This design comes from an exercise in tuning for a short achievable clock period and few clock cycles on the open sky130 flow, not from production work. At most, simulation tests tie the RTL to the original design; equivalence was not proved. The flow treats the clock pin as an ideal source, which a real chip does not have. Power is estimated from default activity; no workload was simulated.

==> 03-17: inputs <==
==> flow/design.v (excerpt) <==
module top(input clk, sys_rst,
           input [15:0] din,
           output [15:0] dout,
           output dout_valid,
           output din_ack,
           output [15:0] imem_addr,
           input [31:0] imem_data,
           output halted
);
export LEC_CHECK = 0
export CAP_MARGIN = 20
export CORE_MARGIN = 2
export CORE_UTILIZATION = 40
export SLEW_MARGIN = 20
create_clock -name core_clock -period 11.0 [get_ports {clk}]
standard.sh (not shown) runs the stock make flow with config.mk's settings and CLKGATE_MAP_FILE= SYNTH_SCRIPT=/design/flow/synth_recipe.tcl, a recipe that flattens the netlist after the stock synthesis.
==> flow/flow/run.sh <==
#!/bin/bash
# Standard ORFS layout with: synthesis mapped for delay (no full-adder cells),
# plain buffers on the ports, setup repair aimed well inside the clock period,
# and antenna repair with a margin in global routing (pre_grt.tcl).
# The make output is in flow.log, each step's log in orfs/logs.
set -e
export BUFFER_PORTS_ARGS="-buffer_cell sky130_fd_sc_hd__buf_4"
export PRE_GLOBAL_ROUTE_TCL=$PWD/flow/pre_grt.tcl
bash standard.sh ADDER_MAP_FILE= ABC_CLOCK_PERIOD_IN_PS=1000 SETUP_SLACK_MARGIN=7.5 TNS_END_PERCENT=5 finish > flow.log 2>&1
==> flow/flow/pre_grt.tcl <==
# Repair antennas in global routing with a margin, so that detailed routing
# finds none left and does not have to route again after inserting diodes.
rename repair_antennas orfs_repair_antennas
proc repair_antennas {args} { orfs_repair_antennas {*}$args -ratio_margin 30 }
==> inputs of 12-27, as changes to 03-17 <==
--- a/flow/design.v
+++ b/flow/design.v
@@ -16,11 +16,11 @@
                      OP_JNS     = 5'd20, OP_JZ   = 5'd21, OP_JNZ  = 5'd22, OP_JV   = 5'd23,
                      OP_JNV     = 5'd24, OP_HALT = 5'd25;
     integer i;
     genvar g;
     reg [15:0] GPR [0:31];
-    reg [255:0] data_mem;                 
+    reg [15:0] data_mem [0:15];
     reg [15:0] SGPR;
     reg        fS, fZ, fC, fV;           
     reg [15:0] PC;                        
     reg        a_v;                       
     reg        a_ok;                      
@@ -274,17 +274,11 @@
                       (wb_v && wb_rd == d_rs2) ? wb_val : gB;
     wire [15:0] rD  = (xw && x_rd == d_rd)  ? x_res_b : (m_v && m_rd == d_rd)  ? m_lo :
                       (wb_v && wb_rd == d_rd)  ? wb_val : gD;
     wire [15:0] opB = d_imm ? d_isrc : rB;
     wire [15:0] mv  = (x_v && x_st  && x_ma == d_isrc[3:0]) ? x_a :
-                      (x_v && x_din && x_ma == d_isrc[3:0]) ? din : dm_rd;
-    reg [15:0] dm_rd;
-    always @(*) begin
-        dm_rd = 16'h0;
-        for (i = 0; i < 16; i = i + 1)
-            dm_rd = dm_rd | (data_mem[16*i +: 16] & {16{d_isrc[3:0] == i}});
-    end
+                      (x_v && x_din && x_ma == d_isrc[3:0]) ? din : data_mem[d_isrc[3:0]];
     reg [15:0] d_p;
     reg [3:0]  d_tt;
     always @(*) begin
         case (d_op)
             OP_MOV:    d_p = d_imm ? d_isrc : rA;
@@ -478,15 +472,12 @@
         if (m_v) begin
             GPR[m_rd] <= m_lo;
             SGPR <= m_prod[31:16];
         end
         if (wb_v) GPR[wb_rd] <= wb_val;
-        for (i = 0; i < 16; i = i + 1)
-            if (x_ma == i) begin
-                if (x_v && x_st) data_mem[16*i +: 16] <= x_a;
-                if (x_din) data_mem[16*i +: 16] <= din;
-            end
+        if (x_v && x_st) data_mem[x_ma] <= x_a;
+        if (x_din) data_mem[x_ma] <= din;
     end
     reg [NB-1:0] bt_hit, u_hit;
     reg          u_br, u_tk, u_jmp;
     reg [15:0]   u_pc, u_tgt;
     always @(*) begin
==> flow/flow/run.sh (replaced) <==
#!/bin/bash
# Standard ORFS layout with: synthesis mapped for delay (no full-adder cells),
# plain buffers on the ports, and setup repair aimed well inside the clock
# period (stepwise after CTS, see post_cts.tcl). Each tool's log is in orfs/logs.
set -e
export BUFFER_PORTS_ARGS="-buffer_cell sky130_fd_sc_hd__buf_4"
export POST_CTS_TCL=$PWD/flow/post_cts.tcl
bash standard.sh ADDER_MAP_FILE= ABC_CLOCK_PERIOD_IN_PS=1000 SETUP_SLACK_MARGIN=7.5 TNS_END_PERCENT=5 finish > flow.log 2>&1
==> flow/flow/post_cts.tcl (new file) <==
# Stronger setup repair after CTS: raise the target step by step, so that the
# repair does not stall on the worst path before the others are fixed.
foreach m {6.0 6.5 7.0 7.2 7.4 7.6 7.8} {
  log_cmd repair_timing -setup -setup_margin $m -repair_tns 100 -max_passes 200 -match_cell_footprint
}
set result [catch { detailed_placement } msg]
if { $result != 0 } { error "Detailed placement failed after repair: $msg" }
check_placement -verbose
removed: flow/flow/pre_grt.tcl
==> summary.txt <==
Psw: 14000 uW
worst slew pin tran: 1.44 ns
Final Non-Filler Cells: 21400
Iter 0 DRT Violations: 36900
power density over cell area: 203 nW/um^2
area delta synth->final: 16.4%
outcome: no timing/DRC/antenna violations
mux share of post-synthesis cell area: 0.0143
fin worst setup slack: 6.33 ns
met3 routed WL: 163 mm
clock latency (worst-skew pair): 1.18 ns
RR Startpoint: d_ir[3]
-- figures above: 03-17

==> summary.txt <==
area delta synth->final: 22.5%
Final Non-Filler Cells: 22600
mux share of post-synthesis cell area: 0.0254
Max Cap Viol: 0
outcome: no timing/DRC/antenna violations
RR Startpoint: d_pcp1[3]
clock latency (worst-skew pair): 1.11 ns
clk slew on worst S/H paths: 0.07 ns
Iter 0 DRT Violations: 36500
met3 routed WL: 181 mm
Psw: 21200 uW
fin worst setup slack: 6.97 ns
power density over cell area: 248 nW/um^2
-- figures above: 12-27

Testbench counts of 03-17, summed over its fixed seeds: cycles 71,628.
Only the layout flow was run in 12-27; the RTL was not checked for function there.

========
==> run a: inputs <==
top, a different RTL version from the one above (not shown whole).
export LEC_CHECK = 0
export CAP_MARGIN = 20
export CORE_MARGIN = 2
export CORE_UTILIZATION = 50
export SLEW_MARGIN = 20
export SYNTH_HIERARCHICAL = 1
create_clock -name core_clock -period 11.0 [get_ports {clk}]
==> flow/flow/run.sh <==
#!/bin/bash
# Standard ORFS layout with: synthesis mapped for delay (no full-adder cells,
# modules synthesized separately), plain buffers on the ports, setup repair
# aimed well inside the clock period (stepwise after CTS, see post_cts.tcl),
# and antenna repair with a margin in global routing (pre_grt.tcl).
# The make output is in flow.log, each step's log in orfs/logs.
set -e
export BUFFER_PORTS_ARGS="-buffer_cell sky130_fd_sc_hd__buf_4"
export POST_CTS_TCL=$PWD/flow/post_cts.tcl
export PRE_GLOBAL_ROUTE_TCL=$PWD/flow/pre_grt.tcl
bash standard.sh ADDER_MAP_FILE= ABC_CLOCK_PERIOD_IN_PS=1000 SETUP_SLACK_MARGIN=7.5 TNS_END_PERCENT=5 \
    CORE_UTILIZATION=50 SYNTH_HIERARCHICAL=1 finish > flow.log 2>&1
==> flow/flow/post_cts.tcl <==
# Stronger setup repair after CTS: raise the target step by step, so that the
# repair does not stall on the worst path before the others are fixed.
foreach m {6.0 6.5 7.0 7.2 7.4 7.6 7.8} {
  log_cmd repair_timing -setup -setup_margin $m -repair_tns 100 -max_passes 200 -match_cell_footprint
}
set result [catch { detailed_placement } msg]
if { $result != 0 } { error "Detailed placement failed after repair: $msg" }
check_placement -verbose
==> flow/flow/pre_grt.tcl <==
# Repair antennas in global routing with a margin, so that detailed routing
# finds none left and does not have to route again after inserting diodes.
rename repair_antennas orfs_repair_antennas
proc repair_antennas {args} { orfs_repair_antennas {*}$args -ratio_margin 30 }
==> run b: changes against run a <==
--- a/flow/design.v
+++ b/flow/design.v
@@ -37,11 +37,12 @@
     reg [31:0] d_ir, s_ir;
     reg [15:0] d_pc, d_pcp1;
     reg [15:0] s_pc, s_pcp1;
     reg        d_eqt, d_eqn, s_eqt, s_eqn;    
     reg [13:0] d_dec, s_dec;              
-    reg [31:0] d_tix, d_nix, s_tix, s_nix;    
+    reg [31:0] d_o1, d_o2, d_od, s_o1, s_o2, s_od;   
+    reg [31:0] d_tix0, d_tix1, d_tix2, d_nix0, d_nix1, d_nix2, s_tix, s_nix;
     reg        hlt;                       
     reg        halted_r;
     localparam NB = 8;
     reg [NB-1:0] bt_v;
     reg [9:0]    bt_pc  [0:NB-1];          
@@ -96,31 +97,26 @@
     wire [15:0] x_sum, x_log;
     wire        x_cout, x_zsum, x_zlog, x_ovf;
     wire        fl, redirect;
     wire [5:0]  fl_k;
     wire        fl_early, rd1, rd0;
-    vp_alu alu(.a(x_a), .b(x_ba), .bl(x_bl), .cin(x_cin), .tt(x_tt),
-               .k(fl_k), .fl_early(fl_early), .rd1(rd1), .rd0(rd0),
+    wire [4:0]  fl_e;
+    wire        x_mz;
+    vp_alu alu(.a(x_a), .b(x_ba), .bl(x_bl), .cin(x_cin), .tt(x_tt), .p(x_p), .sg(SGPR),
+               .k(fl_k), .e(fl_e), .fl_early(fl_early), .rd1(rd1), .rd0(rd0), .mz(x_mz),
                .sum(x_sum), .cout(x_cout), .zsum(x_zsum), .ovf(x_ovf), .log(x_log), .zlog(x_zlog),
                .fl(fl), .redirect(redirect));
     wire [15:0] sgpr_now = m_v ? m_prod[31:16] : SGPR;
     wire [15:0] x_res_b = x_sadd ? x_sum :
                           x_slog ? x_log :
                           x_ssg  ? SGPR  : x_p;
     wire [15:0] x_res = (x_ssg & m_v) ? m_prod[31:16] : x_res_b;
-    wire x_mz = (x_a == 16'h0) | (x_bl == 16'h0);
     wire xf_S = x_res[15];
     wire xf_Z = (x_ssg & m_v) ? m_zhi : ~|x_res_b;
     wire xf_C = x_add & x_cout;
     wire xf_V = (x_add | x_sub) & x_ovf;
     wire xa = x_v & ~x_mul;               
-    wire eZx = x_sadd ? x_zsum : x_slog ? x_zlog : x_ssg ? ~|SGPR : ~|x_p;
-    wire eSx = x_sadd ? x_sum[15] : x_slog ? x_log[15] : x_ssg ? SGPR[15] : x_p[15];
-    wire eS = xa ? eSx : fS;
-    wire eZ = x_v ? (x_mul ? x_mz : eZx) : (m_v ? m_z : fZ);
-    wire eC = xa ? xf_C : ((x_v | m_v) ? 1'b0 : fC);
-    wire eV = xa ? xf_V : ((x_v | m_v) ? 1'b0 : fV);
     reg [31:0] ms_n, mc_n;
     function [63:0] csa;    
         input [31:0] p, q, r;
         csa = {(((p & q) | (p & r) | (q & r)) << 1), p ^ q ^ r};
     endfunction
@@ -212,35 +208,36 @@
     wire tC = d_dec[10];
     wire tS = d_dec[11];
     wire tZ = d_dec[12];
     wire tV = d_dec[13];
     wire xo = xa & ~x_sadd & ~x_slog;     
-    assign fl_early = (tZ & ((xo & (x_ssg ? ~|SGPR : ~|x_p)) | (x_v & x_mul & x_mz) |
-                           (~x_v & (m_v ? m_z : fZ)))) |
-                    (tS & ((xo & (x_ssg ? SGPR[15] : x_p[15])) | (~xa & fS))) |
-                    (tC & ~x_v & ~m_v & fC) |
-                    (tV & ~x_v & ~m_v & fV);
+    assign fl_early = (tZ & ~x_v & (m_v ? m_z : fZ)) |
+                      (tS & ~xa & fS) |
+                      (tC & ~x_v & ~m_v & fC) |
+                      (tV & ~x_v & ~m_v & fV);
+    assign fl_e = {tS & xo & x_ssg, tS & xo & ~x_ssg, tZ & x_v & x_mul,
+                   tZ & xo & x_ssg, tZ & xo & ~x_ssg};
     assign fl_k = {tV & xa & (x_add | x_sub), tC & xa & x_add, tS & xa & x_slog,
                    tS & xa & x_sadd, tZ & xa & x_slog, tZ & xa & x_sadd};
     wire m_nc = d_jmp ? m_t : m_n;
     assign rd1 = d_pop & (d_cnd ? mis_f1 : m_nc);    
     assign rd0 = d_pop & (d_cnd ? mis_f0 : m_nc);    
     wire could = rd1 | rd0;                        
     wire d_cond = d_jmp | (d_cnd & (fl ^ d_inv));    
     wire cond_r = ((tC & fC) | (tS & fS) | (tZ & fZ) | (tV & fV)) ^ d_inv;
     wire r_t = d_jmp | (d_cnd & (stale ? cond_r : m_t));
     wire xw = xa & x_wr;
-    function [15:0] gsel;
-        input [4:0] ix;
+    function [15:0] gsel1;
+        input [31:0] oh;
         integer j;
         begin
-            gsel = 16'h0;
+            gsel1 = 16'h0;
             for (j = 0; j < 32; j = j + 1)
-                gsel = gsel | (GPR[j] & {16{ix == j}});
+                gsel1 = gsel1 | (GPR[j] & {16{oh[j]}});
         end
     endfunction
-    wire [15:0] gA = gsel(d_rs1), gB = gsel(d_rs2), gD = gsel(d_rd);
+    wire [15:0] gA = gsel1(d_o1), gB = gsel1(d_o2), gD = gsel1(d_od);
     wire [15:0] rA  = (xw && x_rd == d_rs1) ? x_res_b : (m_v && m_rd == d_rs1) ? m_lo :
                       (wb_v && wb_rd == d_rs1) ? wb_val : gA;
     wire [15:0] rB  = (xw && x_rd == d_rs2) ? x_res_b : (m_v && m_rd == d_rs2) ? m_lo :
                       (wb_v && wb_rd == d_rs2) ? wb_val : gB;
     wire [15:0] rD  = (xw && x_rd == d_rd)  ? x_res_b : (m_v && m_rd == d_rd)  ? m_lo :
@@ -276,16 +273,16 @@
     reg  [31:0] t_w0, t_w1, n_w0, n_w1;
     always @(*) begin
         t_h = 1'b0; n_h = 1'b0;
         t_w0 = 32'h0; t_w1 = 32'h0; n_w0 = 32'h0; n_w1 = 32'h0;
         for (i = 0; i < NC; i = i + 1) begin
-            t_h  = t_h  | (cp_v[i] & d_tix[i] & (cp_tag[i] == d_isrc[15:5]));
-            n_h  = n_h  | (cp_v[i] & d_nix[i] & (cp_tag[i] == d_pcp1[15:5]));
-            t_w0 = t_w0 | (cp_w0[i] & {32{d_tix[i]}});
-            t_w1 = t_w1 | (cp_w1[i] & {32{d_tix[i]}});
-            n_w0 = n_w0 | (cp_w0[i] & {32{d_nix[i]}});
-            n_w1 = n_w1 | (cp_w1[i] & {32{d_nix[i]}});
+            t_h  = t_h  | (cp_v[i] & d_tix0[i] & (cp_tag[i] == d_isrc[15:5]));
+            n_h  = n_h  | (cp_v[i] & d_nix0[i] & (cp_tag[i] == d_pcp1[15:5]));
+            t_w0 = t_w0 | (cp_w0[i] & {32{d_tix1[i]}});
+            t_w1 = t_w1 | (cp_w1[i] & {32{d_tix2[i]}});
+            n_w0 = n_w0 | (cp_w0[i] & {32{d_nix1[i]}});
+            n_w1 = n_w1 | (cp_w1[i] & {32{d_nix2[i]}});
         end
     end
     wire [15:0] t_a1 = d_isrc + 16'd1;
     wire [15:0] t_a2 = d_isrc + 16'd2;
     wire [15:0] n_a1 = d_pcp1 + 16'd1;
@@ -306,10 +303,13 @@
     wire ej = a_v & ~a_bpt & (imem_data[31:27] == OP_JUMP);
     wire a_eqt_e = ej | (a_isrc == a_pred);
     wire a_eqn_e = ~ej & a_eqn;
     wire [31:0] a_tix = 32'h1 << imem_data[4:0];
     wire [31:0] a_nix = 32'h1 << a_pcp1[4:0];
+    wire [31:0] a_o1 = 32'h1 << imem_data[21:17];
+    wire [31:0] a_o2 = 32'h1 << imem_data[15:11];
+    wire [31:0] a_od = 32'h1 << imem_data[26:22];
     wire inflight = ~r_h & (r_a0 == PC);
     assign halted     = halted_r;
     assign dout       = x_mv;
     assign dout_valid = x_dout;
     assign din_ack    = x_din;
@@ -367,25 +367,33 @@
         y_pcp1 <= w_pc + 16'd1;
         y_w    <= w_w;
         if (d_free) begin
             if (redirect) begin
                 d_ir <= r_w0; d_pc <= r_a0; d_pcp1 <= r_a1; d_eqt <= 1'b0; d_eqn <= 1'b1; d_dec <= dec(r_w0);
-                d_tix <= 32'h1 << r_w0[4:0]; d_nix <= 32'h1 << r_a1[4:0];
+                d_tix0 <= 32'h1 << r_w0[4:0]; d_tix1 <= 32'h1 << r_w0[4:0]; d_tix2 <= 32'h1 << r_w0[4:0];
+                d_nix0 <= 32'h1 << r_a1[4:0]; d_nix1 <= 32'h1 << r_a1[4:0]; d_nix2 <= 32'h1 << r_a1[4:0];
+                d_o1 <= 32'h1 << r_w0[21:17]; d_o2 <= 32'h1 << r_w0[15:11]; d_od <= 32'h1 << r_w0[26:22];
             end else if (s_v) begin
                 d_ir <= s_ir; d_pc <= s_pc; d_pcp1 <= s_pcp1; d_eqt <= s_eqt; d_eqn <= s_eqn; d_dec <= s_dec;
-                d_tix <= s_tix; d_nix <= s_nix;
+                d_tix0 <= s_tix; d_tix1 <= s_tix; d_tix2 <= s_tix;
+                d_nix0 <= s_nix; d_nix1 <= s_nix; d_nix2 <= s_nix;
+                d_o1 <= s_o1; d_o2 <= s_o2; d_od <= s_od;
             end else begin
                 d_ir <= imem_data; d_pc <= a_pc; d_pcp1 <= a_pcp1; d_eqt <= a_eqt_e; d_eqn <= a_eqn_e; d_dec <= dec(imem_data);
-                d_tix <= a_tix; d_nix <= a_nix;
+                d_tix0 <= a_tix; d_tix1 <= a_tix & {32{a_v}}; d_tix2 <= a_tix & {32{a_ok}};
+                d_nix0 <= a_nix; d_nix1 <= a_nix & {32{a_v}}; d_nix2 <= a_nix & {32{a_ok}};
+                d_o1 <= a_o1; d_o2 <= a_o2; d_od <= a_od;
             end
         end
         if (could & ~s_v) begin
             s_ir <= r_w1; s_pc <= r_a1; s_pcp1 <= r_a2; s_eqt <= 1'b0; s_eqn <= 1'b1; s_dec <= dec(r_w1);
             s_tix <= 32'h1 << r_w1[4:0]; s_nix <= 32'h1 << r_a2[4:0];
+            s_o1 <= 32'h1 << r_w1[21:17]; s_o2 <= 32'h1 << r_w1[15:11]; s_od <= 32'h1 << r_w1[26:22];
         end else if (d_free == s_v) begin
             s_ir <= imem_data; s_pc <= a_pc; s_pcp1 <= a_pcp1; s_eqt <= a_eqt_e; s_eqn <= a_eqn_e; s_dec <= dec(imem_data);
             s_tix <= a_tix; s_nix <= a_nix;
+            s_o1 <= a_o1; s_o2 <= a_o2; s_od <= a_od;
         end
     end
     always @(posedge clk) begin
         f_pc <= y_pc;
         f_w0 <= y_w;
@@ -508,12 +516,12 @@
                 bt_ctr[bt_ptr] <= 2'b11;
             end
         end
     end
 endmodule
-module vp_alu(input [15:0] a, b, bl, input cin, input [3:0] tt,
-              input [5:0] k, input fl_early, rd1, rd0,
+module vp_alu(input [15:0] a, b, bl, input cin, input [3:0] tt, input [15:0] p, sg,
+              input [5:0] k, input [4:0] e, input fl_early, rd1, rd0, output mz,
               output [15:0] sum, output cout, zsum, ovf,
               output [15:0] log, output zlog, output fl, redirect);
     genvar g;
     wire [15:0] ag = a & b;
     wire [15:0] ap = a ^ b;
@@ -535,12 +543,14 @@
     assign sum  = ap ^ c[15:0];
     assign cout = c[16];
     assign zsum = (ap[0] == cin) & (&(ap[15:1] ~^ (a[14:0] | b[14:0])));
     assign ovf  = c[15] ^ c[16];
     assign zlog = ~|log;
+    assign mz = ~|a | ~|bl;
     assign fl = fl_early | (k[0] & zsum) | (k[1] & zlog) | (k[2] & sum[15]) |
-                (k[3] & log[15]) | (k[4] & cout) | (k[5] & ovf);
+                (k[3] & log[15]) | (k[4] & cout) | (k[5] & ovf) |
+                (e[0] & ~|p) | (e[1] & ~|sg) | (e[2] & mz) | (e[3] & p[15]) | (e[4] & sg[15]);
     assign redirect = fl ? rd1 : rd0;
 endmodule
 module vp_add32(input [31:0] s, c, output [31:0] sum, output zhi);
     assign sum = s + c;
     wire [16:0] lo = {1'b0, s[15:0]} + {1'b0, c[15:0]};
==> flow/flow/run.sh (replaced) <==
#!/bin/bash
# Standard ORFS layout with: synthesis mapped for delay (no full-adder cells,
# modules synthesized separately), plain buffers on the ports, setup repair
# aimed well inside the clock period (stepwise after CTS, see post_cts.tcl),
# antenna repair with a margin in global routing (pre_grt.tcl), and a wider
# slew margin for the repair of slews before routing.
# The make output is in flow.log, each step's log in orfs/logs.
set -e
export BUFFER_PORTS_ARGS="-buffer_cell sky130_fd_sc_hd__buf_4"
export POST_CTS_TCL=$PWD/flow/post_cts.tcl
export PRE_GLOBAL_ROUTE_TCL=$PWD/flow/pre_grt.tcl
bash standard.sh ADDER_MAP_FILE= ABC_CLOCK_PERIOD_IN_PS=1000 SETUP_SLACK_MARGIN=7.5 TNS_END_PERCENT=5 \
    CORE_UTILIZATION=60 SYNTH_HIERARCHICAL=1 SLEW_MARGIN=40 finish > flow.log 2>&1
--- a/flow/config.mk
+++ b/flow/config.mk
@@ -5,8 +5,8 @@
 export SDC_FILE = /design/flow/constraint.sdc
 export NUM_CORES = 8
 export LEC_CHECK = 0
 export CAP_MARGIN = 20
 export CORE_MARGIN = 2
-export CORE_UTILIZATION = 50
-export SLEW_MARGIN = 20
+export CORE_UTILIZATION = 60
+export SLEW_MARGIN = 40
 export SYNTH_HIERARCHICAL = 1
==> run c: changes against run a <==
--- a/flow/design.v
+++ b/flow/design.v
@@ -37,11 +37,12 @@
     reg [31:0] d_ir, s_ir;
     reg [15:0] d_pc, d_pcp1;
     reg [15:0] s_pc, s_pcp1;
     reg        d_eqt, d_eqn, s_eqt, s_eqn;    
     reg [13:0] d_dec, s_dec;              
-    reg [31:0] d_tix, d_nix, s_tix, s_nix;    
+    reg [31:0] d_o1, d_o2, d_od, s_o1, s_o2, s_od;   
+    reg [31:0] d_tix0, d_tix1, d_tix2, d_nix0, d_nix1, d_nix2, s_tix, s_nix;
     reg        hlt;                       
     reg        halted_r;
     localparam NB = 8;
     reg [NB-1:0] bt_v;
     reg [9:0]    bt_pc  [0:NB-1];          
@@ -227,20 +228,20 @@
     wire could = rd1 | rd0;                        
     wire d_cond = d_jmp | (d_cnd & (fl ^ d_inv));    
     wire cond_r = ((tC & fC) | (tS & fS) | (tZ & fZ) | (tV & fV)) ^ d_inv;
     wire r_t = d_jmp | (d_cnd & (stale ? cond_r : m_t));
     wire xw = xa & x_wr;
-    function [15:0] gsel;
-        input [4:0] ix;
+    function [15:0] gsel1;
+        input [31:0] oh;
         integer j;
         begin
-            gsel = 16'h0;
+            gsel1 = 16'h0;
             for (j = 0; j < 32; j = j + 1)
-                gsel = gsel | (GPR[j] & {16{ix == j}});
+                gsel1 = gsel1 | (GPR[j] & {16{oh[j]}});
         end
     endfunction
-    wire [15:0] gA = gsel(d_rs1), gB = gsel(d_rs2), gD = gsel(d_rd);
+    wire [15:0] gA = gsel1(d_o1), gB = gsel1(d_o2), gD = gsel1(d_od);
     wire [15:0] rA  = (xw && x_rd == d_rs1) ? x_res_b : (m_v && m_rd == d_rs1) ? m_lo :
                       (wb_v && wb_rd == d_rs1) ? wb_val : gA;
     wire [15:0] rB  = (xw && x_rd == d_rs2) ? x_res_b : (m_v && m_rd == d_rs2) ? m_lo :
                       (wb_v && wb_rd == d_rs2) ? wb_val : gB;
     wire [15:0] rD  = (xw && x_rd == d_rd)  ? x_res_b : (m_v && m_rd == d_rd)  ? m_lo :
@@ -276,16 +277,16 @@
     reg  [31:0] t_w0, t_w1, n_w0, n_w1;
     always @(*) begin
         t_h = 1'b0; n_h = 1'b0;
         t_w0 = 32'h0; t_w1 = 32'h0; n_w0 = 32'h0; n_w1 = 32'h0;
         for (i = 0; i < NC; i = i + 1) begin
-            t_h  = t_h  | (cp_v[i] & d_tix[i] & (cp_tag[i] == d_isrc[15:5]));
-            n_h  = n_h  | (cp_v[i] & d_nix[i] & (cp_tag[i] == d_pcp1[15:5]));
-            t_w0 = t_w0 | (cp_w0[i] & {32{d_tix[i]}});
-            t_w1 = t_w1 | (cp_w1[i] & {32{d_tix[i]}});
-            n_w0 = n_w0 | (cp_w0[i] & {32{d_nix[i]}});
-            n_w1 = n_w1 | (cp_w1[i] & {32{d_nix[i]}});
+            t_h  = t_h  | (cp_v[i] & d_tix0[i] & (cp_tag[i] == d_isrc[15:5]));
+            n_h  = n_h  | (cp_v[i] & d_nix0[i] & (cp_tag[i] == d_pcp1[15:5]));
+            t_w0 = t_w0 | (cp_w0[i] & {32{d_tix1[i]}});
+            t_w1 = t_w1 | (cp_w1[i] & {32{d_tix2[i]}});
+            n_w0 = n_w0 | (cp_w0[i] & {32{d_nix1[i]}});
+            n_w1 = n_w1 | (cp_w1[i] & {32{d_nix2[i]}});
         end
     end
     wire [15:0] t_a1 = d_isrc + 16'd1;
     wire [15:0] t_a2 = d_isrc + 16'd2;
     wire [15:0] n_a1 = d_pcp1 + 16'd1;
@@ -306,10 +307,13 @@
     wire ej = a_v & ~a_bpt & (imem_data[31:27] == OP_JUMP);
     wire a_eqt_e = ej | (a_isrc == a_pred);
     wire a_eqn_e = ~ej & a_eqn;
     wire [31:0] a_tix = 32'h1 << imem_data[4:0];
     wire [31:0] a_nix = 32'h1 << a_pcp1[4:0];
+    wire [31:0] a_o1 = 32'h1 << imem_data[21:17];
+    wire [31:0] a_o2 = 32'h1 << imem_data[15:11];
+    wire [31:0] a_od = 32'h1 << imem_data[26:22];
     wire inflight = ~r_h & (r_a0 == PC);
     assign halted     = halted_r;
     assign dout       = x_mv;
     assign dout_valid = x_dout;
     assign din_ack    = x_din;
@@ -367,25 +371,33 @@
         y_pcp1 <= w_pc + 16'd1;
         y_w    <= w_w;
         if (d_free) begin
             if (redirect) begin
                 d_ir <= r_w0; d_pc <= r_a0; d_pcp1 <= r_a1; d_eqt <= 1'b0; d_eqn <= 1'b1; d_dec <= dec(r_w0);
-                d_tix <= 32'h1 << r_w0[4:0]; d_nix <= 32'h1 << r_a1[4:0];
+                d_tix0 <= 32'h1 << r_w0[4:0]; d_tix1 <= 32'h1 << r_w0[4:0]; d_tix2 <= 32'h1 << r_w0[4:0];
+                d_nix0 <= 32'h1 << r_a1[4:0]; d_nix1 <= 32'h1 << r_a1[4:0]; d_nix2 <= 32'h1 << r_a1[4:0];
+                d_o1 <= 32'h1 << r_w0[21:17]; d_o2 <= 32'h1 << r_w0[15:11]; d_od <= 32'h1 << r_w0[26:22];
             end else if (s_v) begin
                 d_ir <= s_ir; d_pc <= s_pc; d_pcp1 <= s_pcp1; d_eqt <= s_eqt; d_eqn <= s_eqn; d_dec <= s_dec;
-                d_tix <= s_tix; d_nix <= s_nix;
+                d_tix0 <= s_tix; d_tix1 <= s_tix; d_tix2 <= s_tix;
+                d_nix0 <= s_nix; d_nix1 <= s_nix; d_nix2 <= s_nix;
+                d_o1 <= s_o1; d_o2 <= s_o2; d_od <= s_od;
             end else begin
                 d_ir <= imem_data; d_pc <= a_pc; d_pcp1 <= a_pcp1; d_eqt <= a_eqt_e; d_eqn <= a_eqn_e; d_dec <= dec(imem_data);
-                d_tix <= a_tix; d_nix <= a_nix;
+                d_tix0 <= a_tix; d_tix1 <= a_tix & {32{a_v}}; d_tix2 <= a_tix & {32{a_ok}};
+                d_nix0 <= a_nix; d_nix1 <= a_nix & {32{a_v}}; d_nix2 <= a_nix & {32{a_ok}};
+                d_o1 <= a_o1; d_o2 <= a_o2; d_od <= a_od;
             end
         end
         if (could & ~s_v) begin
             s_ir <= r_w1; s_pc <= r_a1; s_pcp1 <= r_a2; s_eqt <= 1'b0; s_eqn <= 1'b1; s_dec <= dec(r_w1);
             s_tix <= 32'h1 << r_w1[4:0]; s_nix <= 32'h1 << r_a2[4:0];
+            s_o1 <= 32'h1 << r_w1[21:17]; s_o2 <= 32'h1 << r_w1[15:11]; s_od <= 32'h1 << r_w1[26:22];
         end else if (d_free == s_v) begin
             s_ir <= imem_data; s_pc <= a_pc; s_pcp1 <= a_pcp1; s_eqt <= a_eqt_e; s_eqn <= a_eqn_e; s_dec <= dec(imem_data);
             s_tix <= a_tix; s_nix <= a_nix;
+            s_o1 <= a_o1; s_o2 <= a_o2; s_od <= a_od;
         end
     end
     always @(posedge clk) begin
         f_pc <= y_pc;
         f_w0 <= y_w;
==> flow/flow/run.sh (replaced) <==
#!/bin/bash
# Standard ORFS layout with: synthesis mapped for delay (no full-adder cells,
# modules synthesized separately), plain buffers on the ports, setup repair
# aimed well inside the clock period (stepwise after CTS, see post_cts.tcl),
# antenna repair with a margin in global routing (pre_grt.tcl), and a wider
# slew margin for the repair of slews before routing.
# The make output is in flow.log, each step's log in orfs/logs.
set -e
export BUFFER_PORTS_ARGS="-buffer_cell sky130_fd_sc_hd__buf_4"
export POST_CTS_TCL=$PWD/flow/post_cts.tcl
export PRE_GLOBAL_ROUTE_TCL=$PWD/flow/pre_grt.tcl
bash standard.sh ADDER_MAP_FILE= ABC_CLOCK_PERIOD_IN_PS=1000 SETUP_SLACK_MARGIN=7.5 TNS_END_PERCENT=5 \
    CORE_UTILIZATION=50 SYNTH_HIERARCHICAL=1 SLEW_MARGIN=40 finish > flow.log 2>&1
--- a/flow/config.mk
+++ b/flow/config.mk
@@ -6,7 +6,7 @@
 export NUM_CORES = 8
 export LEC_CHECK = 0
 export CAP_MARGIN = 20
 export CORE_MARGIN = 2
 export CORE_UTILIZATION = 50
-export SLEW_MARGIN = 20
+export SLEW_MARGIN = 40
 export SYNTH_HIERARCHICAL = 1
==> run d: changes against run a <==
--- a/flow/design.v
+++ b/flow/design.v
@@ -367,22 +367,22 @@
         y_pcp1 <= w_pc + 16'd1;
         y_w    <= w_w;
         if (d_free) begin
             if (redirect) begin
                 d_ir <= r_w0; d_pc <= r_a0; d_pcp1 <= r_a1; d_eqt <= 1'b0; d_eqn <= 1'b1; d_dec <= dec(r_w0);
-                d_tix <= 32'h1 << r_w0[4:0]; d_nix <= 32'h1 << r_a1[4:0];
+                d_tix <= 32'h0; d_nix <= 32'h1 << r_a1[4:0];
             end else if (s_v) begin
                 d_ir <= s_ir; d_pc <= s_pc; d_pcp1 <= s_pcp1; d_eqt <= s_eqt; d_eqn <= s_eqn; d_dec <= s_dec;
                 d_tix <= s_tix; d_nix <= s_nix;
             end else begin
                 d_ir <= imem_data; d_pc <= a_pc; d_pcp1 <= a_pcp1; d_eqt <= a_eqt_e; d_eqn <= a_eqn_e; d_dec <= dec(imem_data);
                 d_tix <= a_tix; d_nix <= a_nix;
             end
         end
         if (could & ~s_v) begin
             s_ir <= r_w1; s_pc <= r_a1; s_pcp1 <= r_a2; s_eqt <= 1'b0; s_eqn <= 1'b1; s_dec <= dec(r_w1);
-            s_tix <= 32'h1 << r_w1[4:0]; s_nix <= 32'h1 << r_a2[4:0];
+            s_tix <= 32'h0; s_nix <= 32'h1 << r_a2[4:0];
         end else if (d_free == s_v) begin
             s_ir <= imem_data; s_pc <= a_pc; s_pcp1 <= a_pcp1; s_eqt <= a_eqt_e; s_eqn <= a_eqn_e; s_dec <= dec(imem_data);
             s_tix <= a_tix; s_nix <= a_nix;
         end
     end
==> metrics.csv <==
metric,value,unit
status,no timing/DRC/antenna violations,
Syn Inst Count,15600,
Least-Margin Pin Slew,1140,ps
Clock Power Share,30.9,%
clock tree cell share of total cell area,6.31,%
skew final,128,ps
area of the multi-input gates,75900,um2
critical path endpoint category,primary output,
Gate power share,30.4,%
Iter 0 DRT Violations,37300,
FF-to-FF End,d_dec[6]$_DFFE_PN_,
WL final,1010,mm
Routed met1 length,331,mm
Post-Layout Inst Area,247000,um2
vias in the first global route,160000,
The numbers above come from run c.

==> metrics.csv <==
metric,value,unit
Routed met1 length,321,mm
Syn Inst Count,14700,
clock tree cell share of total cell area,6.65,%
FF-to-FF End,PC[11]$_SDFFE_PP0P_,
layout check faults,slew limit,
skew final,102,ps
Clock Power Share,32.8,%
critical path endpoint category,flop,
status,failed layout checks,
WL final,1010,mm
vias in the first global route,154000,
Least-Margin Pin Slew,1510,ps
Max Slew Vio Count,7,
Gate power share,28.3,%
area of the multi-input gates,71100,um2
The numbers above come from run d.

==> metrics.csv <==
metric,value,unit
critical path endpoint category,flop,
Iter 0 DRT Violations,42900,
FF-to-FF End,PC[15]$_SDFFE_PP0P_,
clock tree cell share of total cell area,6.24,%
skew final,94.5,ps
Post-Layout Inst Area,247000,um2
area of the multi-input gates,76400,um2
Routed met1 length,295,mm
status,no timing/DRC/antenna violations,
Clock Power Share,23.7,%
WL final,1010,mm
The numbers above come from run b.

==> metrics.csv <==
metric,value,unit
status,no timing/DRC/antenna violations,
vias in the first global route,155000,
WL final,1010,mm
skew final,111,ps
area of the multi-input gates,72800,um2
Setup-failing EPs final,0,
Routed met1 length,323,mm
Register Area,121000,um2
Top Family by Delay on Critical Path,simple AND/OR/NAND/NOR gates,
Gate power share,33.8,%
critical path endpoint category,flop,
FF-to-FF End,d_tix[29]$_DFFE_PN_,
Iter 0 DRT Violations,38100,
Post-Layout Inst Area,233000,um2
clock tree cell share of total cell area,6.36,%
Least-Margin Pin Slew,1360,ps
The numbers above come from run a.

Testbench counts of run a, summed over its fixed seeds: cycles 71,631.
Testbench counts of run b, summed over its fixed seeds: cycles 71,631.
Testbench counts of run c, summed over its fixed seeds: cycles 71,631.
Testbench counts of run d, summed over its fixed seeds: cycles 72,093.

what the ideal ports hide:
Ports are ideal in the flow. The routed layouts listed here were re-timed in OpenROAD. Step 1, drivers: a clkbuf_16 drives clk and a buf_2 each remaining input, both assumed. Step 2 times the ports against the registers' clock, not the clock port: input delays grow and output delays shrink by t, the midpoint of the rising clock arrivals with the driver on. a / b / c = ideal ports / drivers / drivers and shift; a / b = the first two.
| run | shift t [ns] | slack for setup (ns) | hold WS [ns] |
|---|---|---|---|
| 03-17 | 1.199 | 6.328 / 6.328 / 6.124 | 0.308 / 0.308 / 0.308 |
| 12-27 | 1.171 | 6.965 / 6.965 / 6.038 | 0.236 / 0.236 / 0.236 |
| run a | 1.179 | 6.991 / 6.991 / 6.624 | 0.323 / 0.323 / 0.323 |
| run b | 1.175 | 6.987 / 6.883 / 6.206 | 0.327 / 0.327 / 0.327 |
| run c | 1.160 | 7.168 / 7.048 / 6.537 | 0.315 / 0.315 / 0.315 |
| run d | 1.155 | 7.084 / 6.988 / 6.426 | 0.321 / 0.321 / 0.321 |
For 12-27, which loses most, drivers alone change the setup slack by 0.000 ns; drivers and shift together by -0.927 ns.
